This design comes from an exercise in tuning for small area on the open sky130 flow, not from production work.
Function was checked by simulation only, so behaviour that the tests miss may differ from the original.
No activity file was given, so power comes from the tool's default toggle rates.

// system_top
module system_top (
    input  wire         clk,
    input  wire         rst,
    input  wire         rx,
    output wire         tx,
    input  wire         miso,
    output wire         sclk,
    output wire         mosi,
    output wire         cs_n,
    output wire         nrst_pd,
    output wire [4:0]   pwm_servos,
    input  wire [4:0]   input_ir,
    output wire [4:0]   led_busy,
    output wire         led1, led2
);
Settings: LEC_CHECK=0, CAP_MARGIN=20, CORE_MARGIN=2, CORE_UTILIZATION=65, CTS_CLUSTER_DIAMETER=100, CTS_CLUSTER_SIZE=28, SLEW_MARGIN=20; clock period 8.0 ns.
standard.sh (not shown) runs the stock make flow with config.mk's settings and CLKGATE_MAP_FILE= SYNTH_SCRIPT=/design/flow/synth_recipe.tcl, a recipe that flattens the netlist after the stock synthesis.
==> flow/flow/run.sh <==
#!/bin/bash
# Own layout flow: the standard synthesis; then its combinational logic
# is mapped again by ABC with an area-oriented script (flow/remap.abc), the
# registers kept as the standard synthesis made them; then the standard
# layout steps on that netlist. Each tool's output goes to a log file here.
set -euo pipefail
R=orfs/results/$FLOW_PLATFORM/system_top/base
YOSYS=yosys
if [[ -x $FLOW_HOME/../tools/install/yosys/bin/yosys ]]; then YOSYS=$FLOW_HOME/../tools/install/yosys/bin/yosys; fi
export REMAP_LIB=$FLOW_HOME/platforms/$FLOW_PLATFORM/lib/sky130_fd_sc_hd__tt_025C_1v80.lib

bash standard.sh synth > std_synth.log 2>&1
cp $R/1_2_yosys.v std_1_2_yosys.v
$YOSYS -c flow/remap1.tcl > remap1.log 2>&1
$YOSYS -c flow/remap2.tcl > remap2.log 2>&1
cp remapped.v $R/1_2_yosys.v
bash standard.sh > std_layout.log 2>&1
==> flow/flow/remap.abc <==
&get -n
&st
&deepsyn -T 60
&dch -f
&nf -a
&put
mfs2
&get -n
&st
&dc2
&dch -f
&nf -a
&put
mfs2
&get -n
&st
&dch -f
&nf -a
&put
topo
stime -c
dnsize -c
Other scripts of this flow, unchanged in this note and not shown: flow/flow/abc.constr, flow/flow/remap1.tcl, flow/flow/remap2.tcl
Next try:
--- a/flow/flow/remap.abc
+++ b/flow/flow/remap.abc
@@ -9,3 +9,3 @@
 &st
-&dc2
+&deepsyn -T 60
 &dch -f
- CORE_UTILIZATION: 65 -> 75
- CTS_CLUSTER_SIZE: 28 -> 30
What happened: The changed run produced a clean layout. Cell area came out lower by 0.46%. Worst setup slack is better by 0.38 ns. Total power came out lower by 1.5%.
Next try:
- CORE_UTILIZATION: 75 -> 82
- CTS_CLUSTER_SIZE: 30 -> 28
The new run produced a clean layout.
Fmax rises by 3.4%.
Setup slack gets better by 0.14 ns.
Via count rose by 4.7%.
Flip-flop and latch count stays the same.
Worst hold slack improves by 0.011 ns.
Critical path depth increases by 2.
Global-route usage rises by 6.5 points.
Count of clock-buffer cells in the layout grows by 2.
Non-clock buffer count went up by 2.
Synthesized area is unchanged.
Wire length came out higher by 8.5%.

---

Setup of alpha:
Starting RTL as in the previous note.
export LEC_CHECK = 0
export CAP_MARGIN = 20
export CORE_MARGIN = 2
export CORE_UTILIZATION = 65
export CTS_CLUSTER_DIAMETER = 100
export CTS_CLUSTER_SIZE = 28
export SLEW_MARGIN = 20
create_clock -name core_clock -period 8.0 [get_ports {clk}]
==> flow/flow/remap.abc <==
&get -n
&st
&dc2
&dch -f
&nf -a
&put
mfs2
&get -n
&st
&dc2
&dch -f
&nf -a
&put
topo
stime -c
dnsize -c
Scripts as last shown in full above: flow/flow/run.sh
Other scripts of this flow, unchanged in this note and not shown: flow/flow/abc.constr, flow/flow/remap1.tcl, flow/flow/remap2.tcl
#### Input delta (beta over alpha)
-- flow/flow/run.sh --
<<< alpha, line 17
bash standard.sh > std_layout.log 2>&1
>>> beta, line 17
# The port buffers are the smallest buffer rather than the one buffer_ports
# picks by default.
bash standard.sh "BUFFER_PORTS_ARGS=-buffer_cell sky130_fd_sc_hd__buf_1" finish > std_layout.log 2>&1
-- flow/flow/remap.abc --
<<< alpha, line 3
&dc2
>>> beta, line 3
&deepsyn -T 60
<<< alpha, line 10
&dc2
>>> beta, line 10
&deepsyn -T 60
&dch -f
&nf -a
&put
mfs2
&get -n
&st
Notes after the runs:
Reported for beta and alpha, total setup violations reported at the end of the flow turned out identical to the last digit.
Of beta and alpha, it is beta that has the lower count of placed standard cells including taps.
Number of ordinary and repair buffers in the finished layout: beta > alpha
Multi-input combinational cell count, beta and alpha, higher one = alpha.

[port drivers added, routing unchanged]
In the flow no input, the clock included, has a driving cell. The finished layouts below were timed again as built, in two steps.
Step 1 (the two cells are an assumption about what drives the block):
set clk [get_ports {clk}]
set_driving_cell -lib_cell sky130_fd_sc_hd__clkbuf_16 $clk
set_driving_cell -lib_cell sky130_fd_sc_hd__buf_2 [delete_from_list [all_inputs] $clk]
Step 2 moves the port delays by t, midway between the first and last clock arrival at a register: inputs arrive t later, outputs are due t later. That takes back most of the time a late clock gives input paths.
a / b / c = ideal / step 1 / step 2; a / b = the first two.
run	t, ns	setup WS [ns]	hold slack, ns	clock arrival spread, ns	slew at the worst register clock pin (ns)
the first run of note 1	0.605	3.206 / 3.206 / 3.206	0.351 / 0.351 / 0.351	0.017 / 0.017	0.11 / 0.11
the second run of note 1	0.611	3.588 / 3.588 / 3.368	0.338 / 0.338 / 0.338	0.032 / 0.031	0.12 / 0.12
the third run of note 1	0.606	3.732 / 3.732 / 3.537	0.349 / 0.349 / 0.349	0.030 / 0.030	0.12 / 0.12
alpha	0.607	3.156 / 3.156 / 3.156	0.351 / 0.351 / 0.351	0.021 / 0.021	0.11 / 0.11
beta	0.601	3.670 / 3.670 / 3.477	0.358 / 0.358 / 0.358	0.022 / 0.022	0.11 / 0.11
After both steps setup and hold are still met in every run listed. For the second run of note 1, which loses most, drivers alone change the setup slack by 0.000 ns; drivers and shift together by -0.220 ns.
